This is an optimization exercise on Yosys and OpenROAD, whose aim is small area, a short achievable clock period and few clock cycles per item, not a production implementation. Only simulation tests tie the RTL to the original design; equivalence was not proved.

==> flow/design.v, too long to show whole: its modules and the start of the top module <==
// module neuro: 13 lines
// module sweepc: 2581 lines
module neuro (input clk, input rst, input load, input [24:0] din, input start,
              output [24:0] state, output ready);
  // ...
==> flow/flow/run.sh <==
#!/bin/bash
# Own flow: the standard ORFS layout, with one change in synthesis: ABC maps the logic
# with an area-oriented script (flow/abc_my.script) and Yosys's full/half-adder extraction is
# skipped, and the port buffers are buf_1 cells. Registers, flattening and renaming are exactly as in synth_recipe.tcl.
set -euo pipefail
W=$(pwd)
{
  echo 'proc abc {args} {'
  echo '  set i [lsearch -exact $args -script]'
  echo "  if { \$i >= 0 } { set args [lreplace \$args \$i [expr {\$i+1}] -script $W/flow/abc_my.script] }"
  echo '  yosys abc {*}$args'
  echo '}'
  echo 'proc extract_fa {args} {}'
  cat "$W/synth_recipe.tcl"
} > "$W/my_synth.tcl"
sed "s#SYNTH_SCRIPT=[^ ]*#SYNTH_SCRIPT=$W/my_synth.tcl#" "$W/standard.sh" > "$W/my_standard.sh"
grep -q "SYNTH_SCRIPT=$W/my_synth.tcl" "$W/my_standard.sh"
bash "$W/my_standard.sh" finish "BUFFER_PORTS_ARGS=-buffer_cell sky130_fd_sc_hd__buf_1" > "$W/flow_make.log" 2>&1
==> flow/flow/abc_my.script <==
strash
&get -n
&deepsyn -T 20
&put
dch -f
map -a
buffer -p
upsize -D 18000
dnsize -D 18000
topo
stime -c
==> flow/standard.sh <==
#!/bin/bash
# synth_recipe.tcl (not shown) runs the flow's synth.tcl, then flattens the netlist and writes it again
# the make line also repeats each setting of config.mk as NAME=value (left out here)
make -C /OpenROAD-flow-scripts/flow DESIGN_CONFIG=/design/flow/config.mk WORK_HOME=/design/flow/orfs CLKGATE_MAP_FILE= SYNTH_SCRIPT=/design/flow/synth_recipe.tcl "${@:-finish}"
==> flow/config.mk <==
export PLATFORM = sky130hd
export DESIGN_NAME = neuro
export DESIGN_NICKNAME = neuro
export VERILOG_FILES = /design/flow/design.v
export SDC_FILE = /design/flow/constraint.sdc
export NUM_CORES = 4
export LEC_CHECK = 0
export ABC_AREA = 1
export CAP_MARGIN = 20
export CORE_MARGIN = 2
export CORE_UTILIZATION = 40
export PLACE_DENSITY = 0.6
export SLEW_MARGIN = 20
==> flow/constraint.sdc <==
create_clock -name core_clock -period 90.0 [get_ports {clk}]
set_input_delay 18.0000 -clock core_clock [delete_from_list [all_inputs] [get_ports {clk}]]
set_output_delay 18.0000 -clock core_clock [all_outputs]
set_load 0.01 [all_outputs]
==> flow_summary.yaml, run 1 <==
layout:
  reg_top3: "x (25)"
  largest_class: "multi-input gates"
  non_clock_buffer_area_share: 0.02864
  top_register: "x"
  multi_input_area_share: 0.7515
  final_area_sq_um: 7732
  seq_cells: 25
worst_setup_path:
  r2r_slack_ns: 68.43
  cp-end-kind: "flop"
  critPathSlowestCell: "dfxtp_1"
  rr_worst_depth: 153
  cp.arrival_ns: 21.72
yosys:
  ys.flop_type: "dfxtp_1"
  netlist.area_leader.share: 0.1800
timing:
  fmax_mhz: 46.35
  hold_ws_ns: 0.5579
  finalCriticalPeriod_ns: 21.57
placed_design:
  dpl.hpwl_um: 18750
  gp_congestion: 0.9304
clock_tree:
  cts_hold_buf: 0
route:
  drt-met1-wl_um: 10930
  via_count: 8667
run_status:
  status: "finished clean"
hold_path:
  hold_depth: 2
  min_from: "x[0]$_SDFFE_PN0P_"
global_route:
  grt_max_degree: 19
Testbench counts, summed over its fixed seeds: cycles 3,649, sweeps 2,449.
==> run 2, diff against run 1 <==
==> flow/flow/abc_my.script (replaced) <==
strash
&get -n
&deepsyn -T 20
&put
dch -f
map -a
buffer -p
upsize -D 14000
dnsize -D 14000
topo
stime -c
==> run 2 against run 1 <==
Net effect: critical path depth is 148 lower; routed wire length is 1.2% higher; utilization is 0.094 points lower; area after synthesis is 5.5% higher; fmax is 7.8% higher; clock-buffer cell count stayed put; synthesized cell count stayed put; cell area is 4.6% higher; worst setup slack better by 1.6 ns; die area is 5.3% higher; critical endpoint is now x[1]$_SDFFE_PN1P_; largest cell class unchanged; highest routed layer unchanged.
==> flow_summary.yaml, run 2 <==
run_status:
  status: "finished clean"
job:
  drv_cap: 0
layout:
  layout.nets: 1485
  final_util: 0.4340
  reg_top3: "x (25)"
  syn_to_final_growth_pct: 6.594
  drive_gt1_frac: 0.1010
  n_antenna_cell: 0
  largest_reg_flops: 25
  final_cell_mix: "316 x nor2_1, 288 x nand2_1, 165 x inv_1"
  layout_commonest_cell: "nor2_1"
  top_register: "x"
global_route:
  grt_max_degree: 19
  grt_pass1_wl_um: 37120
  grt-ovfl-total: 0
  grt_pass1_vias: 7795
  grt_use_total: 0.2236
  antenna_found_initial: 0
yosys:
  yosysUniqueCellTypes: 69
  synthArstFlopShare: 0
  yosys.area.top_type: "nor2_1"
  ys_top_cells_by_count: "317 x nor2_1, 288 x nand2_1, 165 x inv_1"
  netlist.area_leader.share: 0.1568
  ys.flop_type: "dfxtp_1"
  ys_top_cells_by_area: "nor2_1 16%, nand2_1 14%, xor2_1 11%, inv_1 8.2%, dfxtp_1 6.6%"
  synth_fp_nets: 1439
  syn-instance-count: 1410
  synth_area_per_cell_sq_um: 5.383
  synth-seq-cells: 25
  synth_area_sq_um: 7590
  synth_most_common_cell: "nor2_1"
  seq_area_frac_synth: 0.06594
  yosysWarnings: 1
  synth-edff-count: 0
die:
  std_cell_rows: 50
  die_w_um: 141.7
  coreArea_sq_um: 18640
  die-area_sq_um: 20090
  initial_utilization: 0.4071
  io_pins: 55
  die_h_um: 141.7
timing:
  fin_skew_ns: 0.001556
  hold_viol: 0
  setup_viol: 0
  period_share: 0.2224
  fmax_mhz: 49.95
  finalCriticalPeriod_ns: 20.02
  final_max_slew_viol_count: 0
  relSlewSlack: 0.2411
  setup_tns_ns: 0
  tightest_slew_ns: 1.134
  rsz0062_at_grt: "false"
clock_tree:
  cts_resized: 0
  htree_levels: 1
  cts_tree: "built"
  cts_buffer_depth: 2
  clk_pin_slew_worst_paths_ns: 0.07
  postCtsSetupBuffers: 0
  cts_hold_buf: 0
  clock_sinks: 25
  root_buffer: "clkbuf_16"
  insertion_delay_ns: 0.26
  cts_made_buffers: 3
worst_setup_path:
  cp-end-kind: "flop"
  required_ns: 90.11
  cp-start-kind: "input port"
  worst-setup-path-type: "in2reg"
  cp.arrival_ns: 20.13
  cp_max_fo: 18
placed_design:
  io_buffers: 53
  gp_congestion: 0.9254
  dpl.hpwl_um: 19330
route:
  via_count: 8657
  remaining_drc_errors: 0
  drt-total-wl_um: 22770
  drt-initial-drc-count: 512
  ant_nets: 0
  via_per_inst: 5.126
  routedWlPerCell_um: 13.48
  firstDrtPassIters: 5
hold_path:
  hold_path.class: "reg2reg"
[run 2: cell count changes after synthesis, sizes merged]
cell / before / now
buf: 1 / 7
clkbuf: 11 / 5
clkinv: 1 / 4
clkinvlp: 0 / 1
inv: 221 / 217
[run 2: final timing paths]
kind	start	endpoint	slack [ns]	cells after the start
min reg2reg	x[0]$_SDFFE_PN0P_	x[0]$_SDFFE_PN0P_	0.56	2
max reg2reg	x[10]$_SDFFE_PN0P_	x[23]$_SDFFE_PN1P_	70.27	140
min	x[0]$_SDFFE_PN0P_	x[0]$_SDFFE_PN0P_	0.56	2
max	load	x[1]$_SDFFE_PN1P_	69.98	5
[run 2: layout make-up]
| class | instances | area, sq um |
|---|---|---|
| Timing Repair Buffer | 53 | 198.9 |
| Inverter | 222 | 839.6 |
| Fill cell | 2101 | 10550 |
| Clock buffer | 3 | 75.07 |
| Tap cell | 234 | 292.8 |
| Multi-Input combinational cell | 1151 | 6175 |
| Clock inverter | 1 | 8.758 |
| Sequential cell | 25 | 500.5 |
[run 2: worst max-delay path, cell delays in order]
cell and delay, ns:
buf_1 0.36, nor2_1 1.00, inv_1 0.40, nor2_1 0.25
o21ai_0 0.10
[run 2: routing by layer]
| layer | track usage | routed length (um) | vias to the layer above |
|---|---|---|---|
| met3 | 0.01620 | 1002 | 22 |
| met4 | 0.04947 | 395 | 0 |
| met5 | 0 | 0 | - |
| li1 | - | - | 4589 |
| met2 | 0.3812 | 10290 | 185 |
| met1 | 0.3090 | 11090 | 3861 |
[run 2: cells by family (layout without fill, tap and decap cells)]
family | after synthesis | in the layout | synth area share
AND/OR/NAND/NOR | 755 | 755 | 0.4224
AO/OA/AOI/OAI | 249 | 249 | 0.2115
buffers and inverters | 234 | 279 | 0.1208
XOR/XNOR | 144 | 144 | 0.1761
flip-flops | 25 | 25 | 0.06594
adder cells (fa/ha/maj) | 2 | 2 | 0.002802
other | 1 | 1 | 0.0004941
[run 2: stage by stage]
| stage | hold WS, ns | setup slack [ns] | std cells | instance area, sq um |
|---|---|---|---|---|
| after floorplan | 0.5456 | 70.93 | 1410 | 7590 |
| final | 0.5588 | 69.98 | 1689 | 8090 |
| after global routing | 0.5917 | 67.68 | 1689 | 8090 |
| after detailed placement | 0.5470 | 69.82 | 1685 | 8006 |
| after CTS | 0.5654 | 70.08 | 1689 | 8090 |
| after global placement | 0.5426 | 69.75 | 1685 | 8004 |
==> run 3, diff against run 2 <==
--- a/flow/flow/run.sh
+++ b/flow/flow/run.sh
@@ -1,7 +1,4 @@
 #!/bin/bash
-# Own flow: the standard ORFS layout, with one change in synthesis: ABC maps the logic
-# with an area-oriented script (flow/abc_my.script) and Yosys's full/half-adder extraction is
-# skipped, and the port buffers are buf_1 cells. Registers, flattening and renaming are exactly as in synth_recipe.tcl.
 set -euo pipefail
 W=$(pwd)
 {
==> flow/flow/abc_my.script (replaced) <==
strash
&get -n
&deepsyn -T 20
&put
dch -f
amap
buffer -p
upsize -D 18000
dnsize -D 18000
topo
stime -c
==> run 3 against run 2 <==
Net effect: still clean on timing, DRC and antenna; clock-buffer cell count is the same; global-route usage is 1.3 points higher; highest routed layer unchanged; non-clock buffer count grew 2; synthesized cell count decreased by 12%; worst setup slack worse by 1.8 ns; via count shrank 3.0%; die area shrank 12%.
==> flow_summary.yaml, run 3 <==
run_status:
  status: "finished clean"
clock_tree:
  cts_made_buffers: 3
  clk_pin_slew_worst_paths_ns: 0.08
  cts_buffer_depth: 2
  postCtsSetupBuffers: 0
  clock_sinks: 25
  insertion_delay_ns: 0.27
  cts_resized: 0
  cts_hold_buf: 0
  htree_levels: 1
  cts_tree: "built"
  root_buffer: "clkbuf_16"
layout:
  layout_commonest_cell: "nor2_1"
  largest_reg_flops: 25
  syn_to_final_growth_pct: 6.493
  drive_gt1_frac: 0.08320
  top_register: "x"
  layout.nets: 1316
  final_cell_mix: "252 x nor2_1, 189 x nand2_1, 154 x o21ai_0"
  final_util: 0.4324
  n_antenna_cell: 0
  reg_top3: "x (25)"
yosys:
  synth_fp_nets: 1272
  synth_most_common_cell: "nor2_1"
  ys_top_cells_by_area: "nor2_1 14%, o21ai_0 12%, nand2_1 11%, a21oi_1 8.2%, inv_1 7.7%"
  netlist.area_leader.share: 0.1415
  ys_top_cells_by_count: "252 x nor2_1, 189 x nand2_1, 154 x o21ai_0"
  yosys.area.top_type: "nor2_1"
  syn-instance-count: 1243
  synth_area_per_cell_sq_um: 5.379
  yosysUniqueCellTypes: 68
  synth_area_sq_um: 6686
  seq_area_frac_synth: 0.07485
  ys.flop_type: "dfxtp_1"
  synth-edff-count: 0
  yosysWarnings: 1
  synth-seq-cells: 25
  synthArstFlopShare: 0
timing:
  rsz0062_at_grt: "false"
  period_share: 0.2426
  tightest_slew_ns: 0.7297
  fin_skew_ns: 0.005260
  relSlewSlack: 0.5128
  hold_viol: 0
  setup_viol: 0
  final_max_slew_viol_count: 0
  fmax_mhz: 45.80
  finalCriticalPeriod_ns: 21.83
  setup_tns_ns: 0
worst_setup_path:
  cp-end-kind: "flop"
  cp_common_cell: "nor2_1"
  cp_max_fo: 11
  critPathSlowestCell: "dfxtp_1"
  worst-setup-path-type: "reg2reg"
  cp-start-kind: "flop"
  max_stage_delay_ns: 0.53
  required_ns: 90.22
  cp.arrival_ns: 22.05
route:
  firstDrtPassIters: 6
  ant_nets: 0
  drt-total-wl_um: 21850
  via_count: 8397
  drt-initial-drc-count: 668
  remaining_drc_errors: 0
  routedWlPerCell_um: 14.51
  via_per_inst: 5.576
global_route:
  antenna_found_initial: 0
  grt_pass1_vias: 7166
  grt_pass1_wl_um: 34880
  grt_use_total: 0.2369
  grt_max_degree: 18
  grt-ovfl-total: 0
die:
  initial_utilization: 0.4061
  std_cell_rows: 47
  coreArea_sq_um: 16470
  die_w_um: 133.3
  io_pins: 55
  die_h_um: 133.3
  die-area_sq_um: 17770
placed_design:
  gp_congestion: 0.9289
  dpl.hpwl_um: 18020
  io_buffers: 53
hold_path:
  hold_path.class: "reg2reg"
job:
  drv_cap: 0
[run 3: changes by cell type after synthesis, moves of 38 or more]
cell / before / now
o21ai_0: 49 / 154
nand2_1: 288 / 189
xor2_1: 92 / 2
nor2_1: 317 / 252
xnor2_1: 42 / 2
a21oi_1: 72 / 110
[run 3: critical path, delay by kind of cell (launching register included)]
kind                   cells  cell delay [ns]
AOI/OAI and AO/OA         72            13.19
and+or+nand+nor           53             5.89
buffers and inverters     19             2.20
DFF                        1             0.53
[run 3: cells by family after synthesis]
group / Yosys count / synth area share
buffers and inverters: 187 / 0.1173
AOI/OAI and AO/OA: 507 / 0.4832
other: 1 / 0.0005608
and+or+nand+nor: 519 / 0.3189
xor gates and xnor gates: 4 / 0.005240
DFF: 25 / 0.07485
[run 3: final timing paths]
kind | startpoint | endpoint | slack, ns | cells past startpoint
worst min-delay path | x[0]$_SDFFE_PN0P_ | x[0]$_SDFFE_PN0P_ | 0.54 | 2
worst min register to register | x[0]$_SDFFE_PN0P_ | x[0]$_SDFFE_PN0P_ | 0.54 | 2
worst max-delay path | x[14]$_SDFFE_PN1P_ | x[23]$_SDFFE_PN1P_ | 68.17 | 144
worst max register to register | x[14]$_SDFFE_PN1P_ | x[23]$_SDFFE_PN1P_ | 68.17 | 144
[run 3: per-stage QoR]
step           instance area (sq um)  hold WS, ns  std cells  setup WS, ns
2_1_floorplan                   6686       0.5548       1243         71.00
3_3_place_gp                    7033       0.5120       1502         68.60
3_5_place_dp                    7033       0.5128       1502         68.18
4_1_cts                         7113       0.5309       1506         68.09
5_1_grt                         7121       0.5806       1506         65.50
6_report                        7121       0.5368       1506         68.17
[run 3: layout make-up]
class / count / area (sq um)
clock buffers: 3 / 75.07
clock inverters: 1 / 5.005
fillers: 1841 / 9345
inverters: 171 / 641.9
multi-input cells: 1031 / 5409
flip-flops and latches: 25 / 500.5
well taps: 220 / 275.3
repair buffers: 55 / 214.0
[run 3: layer usage]
layer	vias to the layer above	track usage	wire length, um
met1	3643	0.3222	10220
met2	233	0.4049	9950
met3	33	0.01712	1207
li1	4488	-	-
met4	0	0.06383	472
met5	-	0	0
==> run 4, diff against run 3 <==
--- a/flow/config.mk
+++ b/flow/config.mk
@@ -9,5 +9,6 @@
 export CAP_MARGIN = 20
 export CORE_MARGIN = 2
 export CORE_UTILIZATION = 40
+export GPL_TIMING_DRIVEN = 1
 export PLACE_DENSITY = 0.6
 export SLEW_MARGIN = 20
==> run 4 against run 3 <==
Net effect: routed wire length unchanged; critical endpoint unchanged; synthesized cell count is the same; area after synthesis stayed put; via count unchanged; non-clock buffer count stayed put; critical path depth did not move; still clean; utilization unchanged; worst hold slack unchanged.
==> flow_summary.yaml, run 4 <==
clock_tree:
  cts_buffer_depth: 2
  postCtsSetupBuffers: 0
  root_buffer: "clkbuf_16"
  cts_resized: 0
  htree_levels: 1
  clk_pin_slew_worst_paths_ns: 0.08
  cts_made_buffers: 3
  cts_hold_buf: 0
  clock_sinks: 25
  cts_tree: "built"
  insertion_delay_ns: 0.27
yosys:
  synth_fp_nets: 1272
  ys.flop_type: "dfxtp_1"
  yosysWarnings: 1
  synth_area_sq_um: 6686
  synth_most_common_cell: "nor2_1"
  seq_area_frac_synth: 0.07485
  ys_top_cells_by_area: "nor2_1 14%, o21ai_0 12%, nand2_1 11%, a21oi_1 8.2%, inv_1 7.7%"
  synthArstFlopShare: 0
  syn-instance-count: 1243
  yosysUniqueCellTypes: 68
  netlist.area_leader.share: 0.1415
  ys_top_cells_by_count: "252 x nor2_1, 189 x nand2_1, 154 x o21ai_0"
  synth-edff-count: 0
  yosys.area.top_type: "nor2_1"
  synth_area_per_cell_sq_um: 5.379
  synth-seq-cells: 25
timing:
  period_share: 0.2426
  hold_viol: 0
  rsz0062_at_grt: "false"
  tightest_slew_ns: 0.7297
  setup_tns_ns: 0
  hold_ws_ns: 0.5368
  relSlewSlack: 0.5128
  fin_skew_ns: 0.005260
  fmax_mhz: 45.80
  finalCriticalPeriod_ns: 21.83
  setup_viol: 0
  final_max_slew_viol_count: 0
layout:
  drive_gt1_frac: 0.08320
  fill_cells: 1841
  final_util: 0.4324
  multi_input_area_sq_um: 5409
  layout.nets: 1316
  reg_top3: "x (25)"
  top_register: "x"
  n_antenna_cell: 0
  largest_reg_flops: 25
  syn_to_final_growth_pct: 6.493
  final_cell_mix: "252 x nor2_1, 189 x nand2_1, 154 x o21ai_0"
  ff_latch_area_sq_um: 500.5
  fin_cells: 1506
  final_area_sq_um: 7121
  layout_commonest_cell: "nor2_1"
placed_design:
  dpl-instance-area_sq_um: 7033
  dp_cells: 1502
  gp_congestion: 0.9289
  dpl.hpwl_um: 18020
  io_buffers: 53
worst_setup_path:
  cpLargestDelayFamily: "compound AO/OA/AOI/OAI gates"
  rr_worst_depth: 144
  worst-setup-path-type: "reg2reg"
  cp-end-kind: "flop"
  path_buf_inv: 19
  cp_common_cell: "nor2_1"
  required_ns: 90.22
  crit_cells: 144
  cp.arrival_ns: 22.05
  max_stage_delay_ns: 0.53
  cp-start-kind: "flop"
  cp_max_fo: 11
  critPathSlowestCell: "dfxtp_1"
job:
  drv_cap: 0
route:
  drt-initial-drc-count: 668
  routedWlPerCell_um: 14.51
  drt-total-wl_um: 21850
  via_per_inst: 5.576
  ant_nets: 0
  remaining_drc_errors: 0
  firstDrtPassIters: 6
  via_count: 8397
run_status:
  status: "finished clean"
die:
  die_w_um: 133.3
  coreArea_sq_um: 16470
  io_pins: 55
  initial_utilization: 0.4061
  die-area_sq_um: 17770
  std_cell_rows: 47
  die_h_um: 133.3
global_route:
  grt_pass1_vias: 7166
  grt_use_total: 0.2369
  grt_pass1_wl_um: 34880
  grt-ovfl-total: 0
  antenna_found_initial: 0
  grt_max_degree: 18
hold_path:
  hold_depth: 2
  hold_path.class: "reg2reg"
==> run 4: layout make-up <==
class / count / area share
Clock inverter: 1 / 0.0007029
Clock buffer: 3 / 0.01054
Timing Repair Buffer: 55 / 0.03005
Multi-Input combinational cell: 1031 / 0.7596
Tap cell: 220 / 0.03866
Sequential cell: 25 / 0.07029
Inverter: 171 / 0.09014
==> run 4: cells by family (layout without fill, tap and decap cells) <==
| family | after synthesis | in the layout | synth area share |
|---|---|---|---|
| AO/OA/AOI/OAI | 507 | 507 | 0.4832 |
| flip-flops | 25 | 25 | 0.07485 |
| XOR/XNOR | 4 | 4 | 0.005240 |
| other | 1 | 1 | 0.0005608 |
| AND/OR/NAND/NOR | 519 | 519 | 0.3189 |
| buffers and inverters | 187 | 230 | 0.1173 |
==> run 4: metal layers <==
metal  part of all wire  GRT usage  vias to the layer above  wire (um)
met5                  0          0                        -          0
met4              0.022    0.06383                        0        472
met3              0.055    0.01712                       33       1207
li1                   -          -                     4488          -
met1               0.47     0.3222                     3643      10220
met2               0.46     0.4049                      233       9950
==> run 4: path summary, 6_finish.rpt <==
kind                            from                 end  slack [ns]
setup reg to reg  x[14]$_SDFFE_PN1P_  x[23]$_SDFFE_PN1P_       68.17
hold / removal     x[0]$_SDFFE_PN0P_   x[0]$_SDFFE_PN0P_        0.54
hold reg to reg    x[0]$_SDFFE_PN0P_   x[0]$_SDFFE_PN0P_        0.54
setup / recovery  x[14]$_SDFFE_PN1P_  x[23]$_SDFFE_PN1P_       68.17
==> run 4: worst reg2reg max path, delay by kind of cell (launching register included) <==
kind / cells / cell delay (ns)
AO/OA/AOI/OAI: 72 / 13.21
flip-flops: 1 / 0.53
AND/OR/NAND/NOR: 53 / 5.90
buffers and inverters: 19 / 2.20
==> run 4: metrics by stage <==
| stage | setup WS (ns) |
|---|---|
| after floorplan | 71.00 |
| after global placement | 68.60 |
| after detailed placement | 68.18 |
| after CTS | 68.09 |
| after global routing | 65.50 |
| final | 68.17 |
==> run 5, diff against run 4 <==
--- a/flow/config.mk
+++ b/flow/config.mk
@@ -8,7 +8,7 @@
 export ABC_AREA = 1
 export CAP_MARGIN = 20
 export CORE_MARGIN = 2
-export CORE_UTILIZATION = 40
+export CORE_UTILIZATION = 60
 export GPL_TIMING_DRIVEN = 1
-export PLACE_DENSITY = 0.6
+export PLACE_DENSITY = 0.8
 export SLEW_MARGIN = 20
==> run 5 against run 4 <==
Net effect: worst setup slack worse by 0.36 ns; clock-buffer cell count unchanged; still clean; sequential cell count unchanged; cell area down 2.0%; register-to-register slack worse by 0.36 ns; die area down 32%; area after synthesis unchanged; via count up 2.3%.
==> flow_summary.yaml, run 5 <==
run_status:
  status: "finished clean"
layout:
  syn_to_final_growth_pct: 4.360
  top_register: "x"
  largest_reg_flops: 25
  layout_commonest_cell: "nor2_1"
  reg_top3: "x (25)"
  n_antenna_cell: 0
  layout.nets: 1315
  drive_gt1_frac: 0.08249
  final_cell_mix: "251 x nor2_1, 189 x nand2_1, 154 x o21ai_0"
worst_setup_path:
  worst-setup-path-type: "reg2reg"
  cp_max_fo: 11
  cp-start-kind: "flop"
  cp.arrival_ns: 22.42
  required_ns: 90.23
  cp-end-kind: "flop"
  critPathSlowestCell: "a222oi_1"
  cp_common_cell: "nor2_1"
  max_stage_delay_ns: 0.51
route:
  ant_nets: 0
  drt-total-wl_um: 20170
  routedWlPerCell_um: 14.15
  firstDrtPassIters: 10
  drt-initial-drc-count: 810
  via_per_inst: 6.026
  via_count: 8587
  remaining_drc_errors: 0
clock_tree:
  htree_levels: 1
  cts_hold_buf: 0
  clock_sinks: 25
  cts_made_buffers: 3
  postCtsSetupBuffers: 0
  cts_resized: 0
  insertion_delay_ns: 0.28
  cts_buffer_depth: 2
  clk_pin_slew_worst_paths_ns: 0.10
  cts_tree: "built"
  root_buffer: "clkbuf_8"
hold_path:
  hold_path.class: "reg2reg"
yosys:
  yosys.area.top_type: "nor2_1"
  netlist.area_leader.share: 0.1415
  synth_fp_nets: 1272
  yosysUniqueCellTypes: 68
  ys_top_cells_by_count: "252 x nor2_1, 189 x nand2_1, 154 x o21ai_0"
  synth-edff-count: 0
  synth_most_common_cell: "nor2_1"
  synth_area_sq_um: 6686
  yosysWarnings: 1
  yosys-mux-area-fraction: 0
  seq_area_frac_synth: 0.07485
  ys.flop_type: "dfxtp_1"
  synthXorXnorAreaFrac: 0.005240
  synthSimpleGateAreaFrac: 0.3189
  synth-compound-area-share: 0.4832
  synth_top_family_by_area: "compound AO/OA/AOI/OAI gates"
  synth_area_per_cell_sq_um: 5.379
  ys_top_cells_by_area: "nor2_1 14%, o21ai_0 12%, nand2_1 11%, a21oi_1 8.2%, inv_1 7.7%"
  syn-instance-count: 1243
  synth-seq-cells: 25
  yosys.area_share.adder: 0
  synthArstFlopShare: 0
die:
  die_w_um: 109.6
  std_cell_rows: 38
  coreArea_sq_um: 10840
  io_pins: 55
  initial_utilization: 0.6168
  die_h_um: 109.6
  die-area_sq_um: 12000
placed_design:
  post-place-ws_ns: 68.38
  gp_congestion: 0.9865
  dpl.hpwl_um: 16280
  io_buffers: 53
global_route:
  grt_pass1_wl_um: 31880
  grt_max_degree: 18
  grt-ovfl-total: 0
  grt_use_total: 0.3241
  grt_pass1_vias: 7103
  antenna_found_initial: 0
timing:
  layout_setup_ws_ns: 67.81
  tightest_slew_ns: 0.8734
  rsz0062_at_grt: "false"
  finalCriticalPeriod_ns: 22.19
  period_share: 0.2466
  fin_skew_ns: 0.007119
  relSlewSlack: 0.4177
  setup_tns_ns: 0
  fmax_mhz: 45.06
  hold_viol: 0
  final_max_slew_viol_count: 0
  setup_viol: 0
job:
  drv_cap: 0
## run 5: cell counts after synthesis
Identical to the previous run, type by type.
## run 5: logic make-up after synthesis
kind of cell	count (synthesis)
AOI/OAI and AO/OA	507
xor gates and xnor gates	4
buffers and inverters	187
DFF	25
other	1
and+or+nand+nor	519
## run 5: worst max-delay path, delay by kind of cell, from the launching register on
family                 cells  cell delay, ns
flip-flops                 1            0.48
buffers and inverters     23            2.46
AND/OR/NAND/NOR           49            5.32
AO/OA/AOI/OAI             78           13.90
## run 5: final cells by class
class	count	area (sq um)
tap	140	175.2
clock inverter	1	8.758
inverter	171	641.9
clock buffer	3	41.29
fill	1072	3862
sequential	25	500.5
timing repair buffer	54	206.4
multi-input combinational	1031	5404
## run 5: per-stage QoR
step                      cell area [sq um]  hold WS [ns]  std cells    util
final                                  6978        0.5277       1425  0.6437
after global routing                   6978        0.5607       1425  0.6437
after CTS                              6975        0.5265       1425  0.6435
after detailed placement               6925        0.5016       1421  0.6389
after global placement                 6925        0.4992       1421  0.6389
after floorplan                        6686        0.5548       1243       -
## run 5: worst paths after layout
check | from | cells after the start | slack, ns | to
worst max-delay path | x[2]$_SDFFE_PN1P_ | 150 | 67.81 | x[23]$_SDFFE_PN1P_
worst min-delay path | x[0]$_SDFFE_PN0P_ | 2 | 0.53 | x[0]$_SDFFE_PN0P_
worst max register to register | x[2]$_SDFFE_PN1P_ | 150 | 67.81 | x[23]$_SDFFE_PN1P_
worst min register to register | x[0]$_SDFFE_PN0P_ | 2 | 0.53 | x[0]$_SDFFE_PN0P_
## run 5: layer usage
metal  track usage  wire length, um
met5             0                0
met2        0.5653             9150
met4        0.1058              635
met1        0.4145             8705
met3       0.03557             1673
==> run 6, diff against run 5 <==
==> flow/flow/abc_my.script (replaced) <==
strash
&get -n
&deepsyn -T 20
&put
dch -f
amap
buffer -p
upsize -W 5 -R 30 -D 14000
dnsize -D 14000
topo
stime -c
--- a/flow/config.mk
+++ b/flow/config.mk
@@ -8,7 +8,6 @@
 export ABC_AREA = 1
 export CAP_MARGIN = 20
 export CORE_MARGIN = 2
-export CORE_UTILIZATION = 60
-export GPL_TIMING_DRIVEN = 1
-export PLACE_DENSITY = 0.8
+export CORE_UTILIZATION = 40
+export PLACE_DENSITY = 0.6
 export SLEW_MARGIN = 20
==> run 6 against run 5 <==
Net effect: still clean; synthesized cell count is the same; utilization shrank 20 points; highest routed layer unchanged; worst setup slack lost 0.31 ns.
==> flow_summary.yaml, run 6 <==
die:
  io_pins: 55
  die-area_sq_um: 17210
  std_cell_rows: 46
  coreArea_sq_um: 15830
  die_w_um: 131.2
  die_h_um: 131.2
  initial_utilization: 0.4089
hold_path:
  hold_path.class: "reg2reg"
  min_from: "x[0]$_SDFFE_PN0P_"
  hold_depth: 2
  hold_end: "x[0]$_SDFFE_PN0P_"
worst_setup_path:
  worst-setup-path-type: "reg2reg"
  r2r_start: "x[14]$_SDFFE_PN1P_"
  cp_common_cell: "nor2_1"
  cp-end-kind: "flop"
  cp.arrival_ns: 22.72
  r2r-end: "x[23]$_SDFFE_PN1P_"
  cp-start-kind: "flop"
  max_stage_delay_ns: 0.53
  rr_worst_depth: 152
  cp_max_fo: 11
  critPathSlowestCell: "dfxtp_1"
  required_ns: 90.22
  r2r_slack_ns: 67.50
layout:
  largest_reg_flops: 25
  top_register: "x"
  drive_gt1_frac: 0.06449
  n_antenna_cell: 0
  fin_cells: 1503
  layout.nets: 1317
  final_cell_mix: "260 x nor2_1, 191 x nand2_1, 129 x o21ai_0"
  reg_top3: "x (25)"
  syn_to_final_growth_pct: 7.869
  layout_commonest_cell: "nor2_1"
route:
  routedWlPerCell_um: 14.12
  ant_nets: 0
  drt-total-wl_um: 21220
  firstDrtPassIters: 8
  remaining_drc_errors: 0
  via_per_inst: 5.544
  via_count: 8333
  drt-initial-drc-count: 640
yosys:
  yosys.area.top_type: "nor2_1"
  yosys.area_share.adder: 0
  synth_area_per_cell_sq_um: 5.206
  ys_top_cells_by_count: "260 x nor2_1, 191 x nand2_1, 129 x o21ai_0"
  synth-edff-count: 0
  syn-instance-count: 1243
  synthXorXnorAreaFrac: 0.005414
  netlist.area_leader.share: 0.1508
  synth_fp_nets: 1272
  synth-compound-area-share: 0.4836
  synth_most_common_cell: "nor2_1"
  synth_top_family_by_area: "compound AO/OA/AOI/OAI gates"
  synthSimpleGateAreaFrac: 0.3239
  ys_top_cells_by_area: "nor2_1 15%, nand2_1 11%, o21ai_0 10%, a21oi_1 9.0%, dfxtp_1 7.7%"
  yosysUniqueCellTypes: 62
  synthArstFlopShare: 0
  synth-seq-cells: 25
  ys.flop_type: "dfxtp_1"
  seq_area_frac_synth: 0.07734
  synth_area_sq_um: 6471
  yosysWarnings: 1
  yosys-mux-area-fraction: 0
clock_tree:
  clk_pin_slew_worst_paths_ns: 0.08
  cts_hold_buf: 0
  cts_made_buffers: 3
  cts_resized: 0
  cts_buffer_depth: 2
  htree_levels: 1
  insertion_delay_ns: 0.27
  postCtsSetupBuffers: 0
  cts_tree: "built"
  root_buffer: "clkbuf_16"
  clock_sinks: 25
timing:
  rsz0062_at_grt: "false"
  fin_skew_ns: 0.006424
  fmax_mhz: 44.44
  setup_viol: 0
  period_share: 0.2500
  final_max_slew_viol_count: 0
  tightest_slew_ns: 0.6586
  relSlewSlack: 0.5605
  hold_viol: 0
  finalCriticalPeriod_ns: 22.50
  setup_tns_ns: 0
placed_design:
  dpl.hpwl_um: 17260
  dp_cells: 1499
  io_buffers: 53
  gp_congestion: 0.9394
global_route:
  use_met1: 0.3239
  grt_pass1_wl_um: 34360
  grt_pass1_vias: 7117
  grt_use_met2: 0.4070
  grt.busiest_layer: "met2"
  antenna_found_initial: 0
  use_met3: 0.01157
  grt_max_degree: 18
  grt_use_total: 0.2352
  grt-ovfl-total: 0
run_status:
  status: "finished clean"
job:
  drv_cap: 0
## run 6: kinds of logic (layout without fill, tap and decap cells)
logic type | count (synthesis) | in the layout
xor+xnor | 4 | 4
other cells | 1 | 1
simple gates | 519 | 519
compound gates | 507 | 507
flops | 25 | 25
buf+inv | 187 | 231
## run 6: worst max path at each step
stage                            start                 end  cells past startpoint
floorplan                         load  x[18]$_SDFFE_PN0P_                      5
global placement    x[14]$_SDFFE_PN1P_  x[23]$_SDFFE_PN1P_                    146
detailed placement  x[14]$_SDFFE_PN1P_  x[23]$_SDFFE_PN1P_                    152
CTS                 x[14]$_SDFFE_PN1P_  x[23]$_SDFFE_PN1P_                    152
global route         x[2]$_SDFFE_PN1P_  x[23]$_SDFFE_PN1P_                    150
finish              x[14]$_SDFFE_PN1P_  x[23]$_SDFFE_PN1P_                    152
## run 6: routing by layer
layer	vias up	routed length, um
li1	4495	-
met1	3561	10210
met2	252	9564
met3	25	1128
met4	0	317
met5	-	0
## run 6: metrics by stage
stage / hold slack [ns] / instance area, sq um / setup WS, ns / utilization
floorplan: 0.5521 / 6471 / 70.95 / -
global placement: 0.4910 / 6898 / 68.45 / 0.4358
detailed placement: 0.5071 / 6898 / 67.97 / 0.4358
CTS: 0.5237 / 6980 / 67.88 / 0.4410
global route: 0.5598 / 6980 / 64.63 / 0.4410
finish: 0.5193 / 6980 / 67.50 / 0.4410
## run 6: cell type report
type	count	area, sq um
Tap cell	216	270.3
Sequential cell	25	500.5
Clock inverter	1	7.507
Multi-Input combinational cell	1031	5264
Timing Repair Buffer	56	221.5
Clock buffer	3	75.07
Fill cell	1767	8847
Inverter	171	641.9
## run 6: worst max-delay path: cells and delay by family (launching register included)
family	cells	cell delay, ns
AOI/OAI and AO/OA	78	13.99
buffers and inverters	24	2.61
DFF	1	0.53
and+or+nand+nor	50	5.29
==> run 7, diff against run 6 <==
--- a/flow/flow/run.sh
+++ b/flow/flow/run.sh
@@ -12,4 +12,6 @@
 } > "$W/my_synth.tcl"
 sed "s#SYNTH_SCRIPT=[^ ]*#SYNTH_SCRIPT=$W/my_synth.tcl#" "$W/standard.sh" > "$W/my_standard.sh"
 grep -q "SYNTH_SCRIPT=$W/my_synth.tcl" "$W/my_standard.sh"
-bash "$W/my_standard.sh" finish "BUFFER_PORTS_ARGS=-buffer_cell sky130_fd_sc_hd__buf_1" > "$W/flow_make.log" 2>&1
+bash "$W/my_standard.sh" cts "BUFFER_PORTS_ARGS=-buffer_cell sky130_fd_sc_hd__buf_1" > "$W/flow_make_cts.log" 2>&1
+# after global routing, the resizer aims for 68.5 ns of setup slack (paths of at most 21.5 ns)
+bash "$W/my_standard.sh" finish "BUFFER_PORTS_ARGS=-buffer_cell sky130_fd_sc_hd__buf_1" SETUP_SLACK_MARGIN=68.5 > "$W/flow_make.log" 2>&1
==> flow/flow/abc_my.script (replaced) <==
strash
&get -n
&deepsyn -T 20
&put
dch -f
amap
buffer -p
upsize -D 18000
dnsize -D 18000
topo
stime -c
==> run 7 against run 6 <==
Net effect: utilization rose by 6.8 points; clock skew fell by 0.00074 ns; synthesized cell count did not move; global-route usage rose by 0.17 points; worst setup slack improved by 1.9 ns; fmax rose by 9.2%; area after synthesis rose by 3.3%; register-to-register slack improved by 1.9 ns; clock-buffer cell count did not move; critical endpoint unchanged; highest routed layer unchanged.
==> flow_summary.yaml, run 7 <==
global_route:
  antenna_found_initial: 0
  use_met1: 0.3222
  grt.busiest_layer: "met2"
  grt_pass1_wl_um: 34880
  grt_use_total: 0.2369
  grt_use_met2: 0.4049
  grt-ovfl-total: 0
  use_met3: 0.01712
  grt_max_degree: 18
  grt_pass1_vias: 7166
clock_tree:
  insertion_delay_ns: 0.27
  cts_made_buffers: 3
  cts_hold_buf: 0
  root_buffer: "clkbuf_16"
  cts_tree: "built"
  htree_levels: 1
  cts_buffer_depth: 2
  clock_sinks: 25
  clk_pin_slew_worst_paths_ns: 0.08
worst_setup_path:
  cp_max_fo: 8
  required_ns: 90.17
  cp_common_cell: "nor2_2"
  rr_worst_depth: 156
  critPathSlowestCell: "dfxtp_4"
  worst-setup-path-type: "reg2reg"
  cp.arrival_ns: 20.78
  r2r_slack_ns: 69.38
  r2r-end: "x[23]$_SDFFE_PN1P_"
  max_stage_delay_ns: 0.40
  cp-start-kind: "flop"
  cp-end-kind: "flop"
  r2r_start: "x[3]$_SDFFE_PN1P_"
layout:
  drive_gt1_frac: 0.2325
  largest_reg_flops: 25
  layout_commonest_cell: "nor2_1"
  final_util: 0.5093
  top_register: "x"
  final_cell_mix: "225 x nor2_1, 179 x nand2_1, 131 x inv_1, 131 x o21ai_0, 86 x a21oi_1"
  n_antenna_cell: 0
  ff_latch_area_sq_um: 524.3
  syn_to_final_growth_pct: 25.41
  multi_input_area_sq_um: 6102
  reg_top3: "x (25)"
  fill_cells: 1715
  layout.nets: 1385
yosys:
  synth-compound-area-share: 0.4832
  ys_top_cells_by_area: "nor2_1 14%, o21ai_0 12%, nand2_1 11%, a21oi_1 8.2%, inv_1 7.7%"
  synthArstFlopShare: 0
  yosysUniqueCellTypes: 68
  syn-instance-count: 1243
  synthSimpleGateAreaFrac: 0.3189
  synth_most_common_cell: "nor2_1"
  seq_area_frac_synth: 0.07485
  synth_area_per_cell_sq_um: 5.379
  ys.flop_type: "dfxtp_1"
  ys_top_cells_by_count: "252 x nor2_1, 189 x nand2_1, 154 x o21ai_0"
  yosys.area_share.adder: 0
  yosys.area.top_type: "nor2_1"
  yosys-mux-area-fraction: 0
  synth_area_sq_um: 6686
  synth_fp_nets: 1272
  synth_top_family_by_area: "compound AO/OA/AOI/OAI gates"
  synth-edff-count: 0
  synth-seq-cells: 25
  yosysWarnings: 1
  netlist.area_leader.share: 0.1415
  synthXorXnorAreaFrac: 0.005240
hold_path:
  hold_path.class: "reg2reg"
  min_from: "x[0]$_SDFFE_PN0P_"
  hold_depth: 2
  hold_end: "x[0]$_SDFFE_PN0P_"
route:
  remaining_drc_errors: 0
  via_count: 8902
  ant_nets: 0
  drt-initial-drc-count: 666
  drt-total-wl_um: 23950
  via_per_inst: 5.652
  routedWlPerCell_um: 15.21
  firstDrtPassIters: 6
die:
  die-area_sq_um: 17770
  coreArea_sq_um: 16470
  die_w_um: 133.3
  io_pins: 55
  std_cell_rows: 47
  die_h_um: 133.3
  initial_utilization: 0.4061
timing:
  fin_skew_ns: 0.005683
  tightest_slew_ns: 0.7258
  setup_viol: 0
  final_max_slew_viol_count: 0
  relSlewSlack: 0.5149
  fmax_mhz: 48.50
  rsz0062_at_grt: "false"
  setup_tns_ns: 0
  finalCriticalPeriod_ns: 20.62
  period_share: 0.2291
  hold_viol: 0
placed_design:
  gp_congestion: 0.9289
  io_buffers: 53
  dpl.hpwl_um: 18020
job:
  drv_cap: 0
run_status:
  status: "finished clean"
-- run 7: cell types whose count changed after synthesis, moves of 6 or more --
cell / before / now
a21oi_1: 117 / 110
a21oi_2: 3 / 10
clkbuf_1: 14 / 7
inv_1: 122 / 138
inv_2: 46 / 30
nor2_1: 260 / 252
nor2_2: 6 / 15
o21ai_0: 129 / 154
o21ai_1: 59 / 28
o21ai_2: 2 / 8
-- run 7: worst max-delay path by stage --
stage                 startpoint                 end  slack [ns]  cells after the start
2_1_floorplan               load   x[2]$_SDFFE_PN1P_       71.00                      6
3_3_place_gp   x[2]$_SDFFE_PN1P_  x[23]$_SDFFE_PN1P_       68.60                    148
3_5_place_dp   x[2]$_SDFFE_PN1P_  x[23]$_SDFFE_PN1P_       68.18                    150
4_1_cts        x[2]$_SDFFE_PN1P_  x[23]$_SDFFE_PN1P_       68.09                    150
5_1_grt        x[3]$_SDFFE_PN1P_  x[23]$_SDFFE_PN1P_       67.95                    157
6_report       x[3]$_SDFFE_PN1P_  x[23]$_SDFFE_PN1P_       69.38                    156
-- run 7: cells by family (layout without fill, tap and decap cells) --
kind of cell,after synthesis,in the layout
other,1,1
AO/OA/AOI/OAI,507,507
XOR/XNOR,4,4
AND/OR/NAND/NOR,519,519
flip-flops,25,25
buffers and inverters,187,299
-- run 7: cell type report --
cell class                      instances  area share
Multi-Input combinational cell       1031      0.7277
Timing Repair Buffer                  124     0.08967
Inverter                              171     0.07774
Sequential cell                        25     0.06252
Tap cell                              220     0.03283
Clock buffer                            3    0.008953
Clock inverter                          1   0.0005968
-- run 7: metrics by stage --
stage	area (sq um)	instances	hold WS [ns]	setup slack (ns)
final	8386	1575	0.5292	69.38
after global routing	8386	1575	0.5768	67.95
after CTS	7113	1506	0.5309	68.09
after detailed placement	7033	1502	0.5128	68.18
after global placement	7033	1502	0.5120	68.60
after floorplan	6686	1243	0.5548	71.00
-- run 7: critical path: cells and delay by family, from the launching register on --
family                 cells  cell delay (ns)
AO/OA/AOI/OAI             76            11.63
buffers and inverters     28             2.81
AND/OR/NAND/NOR           52             5.65
flip-flops                 1             0.40
-- run 7: what timing repair did --
item | in CTS | in global routing
endpoints found under the hold margin | 0 | 0
setup endpoints to repair | 0 | 5
gates resized for setup | 0 | 205
setup buffers | 0 | 69
-- run 7: metal layers --
metal	wire length (um)	share of wire
met1	10760	0.45
met2	11390	0.48
met3	1217	0.051
met4	584	0.024
met5	0	0
==> run 8, diff against run 7 <==
--- a/flow/flow/run.sh
+++ b/flow/flow/run.sh
@@ -13,5 +13,5 @@
 sed "s#SYNTH_SCRIPT=[^ ]*#SYNTH_SCRIPT=$W/my_synth.tcl#" "$W/standard.sh" > "$W/my_standard.sh"
 grep -q "SYNTH_SCRIPT=$W/my_synth.tcl" "$W/my_standard.sh"
 bash "$W/my_standard.sh" cts "BUFFER_PORTS_ARGS=-buffer_cell sky130_fd_sc_hd__buf_1" > "$W/flow_make_cts.log" 2>&1
-# after global routing, the resizer aims for 68.5 ns of setup slack (paths of at most 21.5 ns)
-bash "$W/my_standard.sh" finish "BUFFER_PORTS_ARGS=-buffer_cell sky130_fd_sc_hd__buf_1" SETUP_SLACK_MARGIN=68.5 > "$W/flow_make.log" 2>&1
+# after global routing, the resizer aims for 69.5 ns of setup slack (paths of at most 20.5 ns)
+bash "$W/my_standard.sh" finish "BUFFER_PORTS_ARGS=-buffer_cell sky130_fd_sc_hd__buf_1" SETUP_SLACK_MARGIN=69.5 > "$W/flow_make.log" 2>&1
==> run 8 against run 7 <==
Net effect: register-to-register slack better by 0.09 ns; critical path depth down 3; largest cell class unchanged; clock-buffer cell count unchanged; highest routed layer unchanged; clock skew down 0.0014 ns; die area unchanged; synthesized cell count unchanged; sequential cell count unchanged; area after synthesis unchanged.
==> flow_summary.yaml, run 8 <==
route:
  firstDrtPassIters: 6
  via_per_inst: 5.669
  drt-met1-wl_um: 10700
  drt-total-wl_um: 24990
  drt-initial-drc-count: 682
  remaining_drc_errors: 0
  dr.max_layer_used: "met4"
  route.met2.wl_um: 12130
  dr_wl_met3_um: 1502
  routedWlPerCell_um: 15.57
  via_count: 9099
  ant_nets: 0
yosys:
  synthArstFlopShare: 0
  synth-seq-cells: 25
  synth_area_sq_um: 6686
  synth-edff-count: 0
  netlist.area_leader.share: 0.1415
  syn-instance-count: 1243
  ys_top_cells_by_area: "nor2_1 14%, o21ai_0 12%, nand2_1 11%, a21oi_1 8.2%, inv_1 7.7%"
  seq_area_frac_synth: 0.07485
  synth_most_common_cell: "nor2_1"
  yosysUniqueCellTypes: 68
  ys.flop_type: "dfxtp_1"
  yosys.area.top_type: "nor2_1"
  yosysWarnings: 1
  synth_fp_nets: 1272
  synth_area_per_cell_sq_um: 5.379
  ys_top_cells_by_count: "252 x nor2_1, 189 x nand2_1, 154 x o21ai_0"
global_route:
  grt-ovfl-total: 0
  grt_pass1_wl_um: 34880
  grt_max_degree: 18
  grt_pass1_vias: 7166
  grt_use_total: 0.2369
  antenna_found_initial: 0
hold_path:
  hold_path.class: "reg2reg"
layout:
  reg_top3: "x (25)"
  fill_cells: 1642
  layout_commonest_cell: "nor2_1"
  top_register: "x"
  layout.nets: 1415
  syn_to_final_growth_pct: 34.82
  n_antenna_cell: 0
  final_area_sq_um: 9015
  drive_gt1_frac: 0.2845
  largest_reg_flops: 25
  final_cell_mix: "216 x nor2_1, 167 x nand2_1, 127 x inv_1"
die:
  initial_utilization: 0.4061
  io_pins: 55
  std_cell_rows: 47
  coreArea_sq_um: 16470
  die_w_um: 133.3
  die-area_sq_um: 17770
  die_h_um: 133.3
worst_setup_path:
  worst-setup-path-type: "reg2reg"
  required_ns: 90.22
  cp-end-kind: "flop"
  cp-start-kind: "flop"
  max_stage_delay_ns: 0.40
  cp.arrival_ns: 20.75
  r2r_slack_ns: 69.47
  critPathSlowestCell: "dfxtp_4"
  cp_max_fo: 6
placed_design:
  dpl-instance-area_sq_um: 7033
  io_buffers: 53
  dpl.hpwl_um: 18020
  gp_congestion: 0.9289
clock_tree:
  htree_levels: 1
  cts_buffer_depth: 2
  cts_hold_buf: 0
  insertion_delay_ns: 0.27
  cts_made_buffers: 3
  clock_sinks: 25
  root_buffer: "clkbuf_16"
  clk_pin_slew_worst_paths_ns: 0.08
  cts_tree: "built"
timing:
  rsz0062_at_grt: "true"
  setup_tns_ns: 0
  setup_viol: 0
  relSlewSlack: 0.5034
  hold_viol: 0
  tightest_slew_ns: 0.7431
  period_share: 0.2281
  final_max_slew_viol_count: 0
  finalCriticalPeriod_ns: 20.53
  fmax_mhz: 48.71
  fin_skew_ns: 0.004265
run_status:
  status: "finished clean"
job:
  drv_cap: 0
[run 8: worst max-delay path, delay by kind of cell, from the launching register on]
kind | cells | cell delay [ns]
flip-flops | 1 | 0.40
buffers and inverters | 27 | 2.80
AO/OA/AOI/OAI | 69 | 10.92
AND/OR/NAND/NOR | 57 | 6.34
[run 8: what timing repair did]
action,in CTS,in global routing
setup endpoints to repair,0,6
endpoints found under the hold margin,0,0
resized for setup,0,312
setup buffers,0,99
[run 8: cell type report]
cell class	count	area (sq um)	share of cell area
Tap cell	220	275.3	0.03053
Multi-Input combinational cell	1031	6456	0.7162
Sequential cell	25	530.5	0.05885
Clock buffer	3	75.07	0.008328
Inverter	171	680.7	0.07550
Timing Repair Buffer	154	992.2	0.1101
Clock inverter	1	5.005	0.0005552
[run 8: layer usage]
metal | vias to the layer above | track usage
met3 | 54 | 0.01712
met1 | 4077 | 0.3222
met5 | - | 0
met2 | 297 | 0.4049
met4 | 0 | 0.06383
li1 | 4671 | -
[run 8: cells by family (layout without fill, tap and decap cells)]
group	Yosys count	count (layout)	synth area share
AOI/OAI and AO/OA	507	507	0.4832
and+or+nand+nor	519	519	0.3189
DFF	25	25	0.07485
xor gates and xnor gates	4	4	0.005240
other	1	1	0.0005608
buffers and inverters	187	329	0.1173
[run 8: worst paths after layout]
| check | startpoint | end | cells past startpoint |
|---|---|---|---|
| min | x[0]$_SDFFE_PN0P_ | x[0]$_SDFFE_PN0P_ | 2 |
| min reg2reg | x[0]$_SDFFE_PN0P_ | x[0]$_SDFFE_PN0P_ | 2 |
| max | x[3]$_SDFFE_PN1P_ | x[23]$_SDFFE_PN1P_ | 153 |
| max reg2reg | x[3]$_SDFFE_PN1P_ | x[23]$_SDFFE_PN1P_ | 153 |
[run 8: metrics by stage]
stage                     instances    util  setup slack [ns]  hold slack, ns
final                          1605  0.5475             69.47          0.5306
after global routing           1605  0.5475             68.20          0.5765
after CTS                      1506  0.4320             68.09          0.5309
after detailed placement       1502  0.4271             68.18          0.5128
after global placement         1502  0.4271             68.60          0.5120
after floorplan                1243       -             71.00          0.5548

==> what the ideal ports hide <==
In the flow no input, the clock included, has a driving cell. The finished layouts below were timed again as built, in two steps.
Step 1 (the two cells are an assumption about what drives the block):
set clk [get_ports {clk}]
set_driving_cell -lib_cell sky130_fd_sc_hd__clkbuf_16 $clk
set_driving_cell -lib_cell sky130_fd_sc_hd__buf_2 [delete_from_list [all_inputs] $clk]
Step 2 adds t to the input delays and takes it off the output delays; t is the mean of the earliest and latest rising clock arrival at the registers after step 1. Input paths then give back, and output paths get back, about the clock's delay inside the block.
a / b / c = ideal / step 1 / step 2; a / b = the first two.
run | t (ns) | slack for setup (ns) | hold slack, ns | cell pins on the clock port's net
run 1 | 0.304 | 68.426 / 68.426 / 68.426 | 0.558 / 0.558 / 0.558 | 1
run 2 | 0.293 | 69.982 / 69.995 / 69.702 | 0.559 / 0.559 / 0.559 | 1
run 3 | 0.298 | 68.167 / 68.167 / 68.167 | 0.537 / 0.537 / 0.537 | 1
run 4 | 0.298 | 68.167 / 68.167 / 68.167 | 0.537 / 0.537 / 0.537 | 1
run 5 | 0.302 | 67.810 / 67.810 / 67.810 | 0.528 / 0.528 / 0.528 | 1
run 6 | 0.302 | 67.496 / 67.496 / 67.496 | 0.519 / 0.519 / 0.519 | 1
run 7 | 0.300 | 69.383 / 69.383 / 69.383 | 0.529 / 0.529 / 0.529 | 1
run 8 | 0.299 | 69.469 / 69.469 / 69.389 | 0.531 / 0.531 / 0.531 | 1
After both steps setup and hold are still met in every run listed. The setup slack of run 2, which loses most, moves by +0.013 ns with the drivers and by -0.280 ns with both steps.
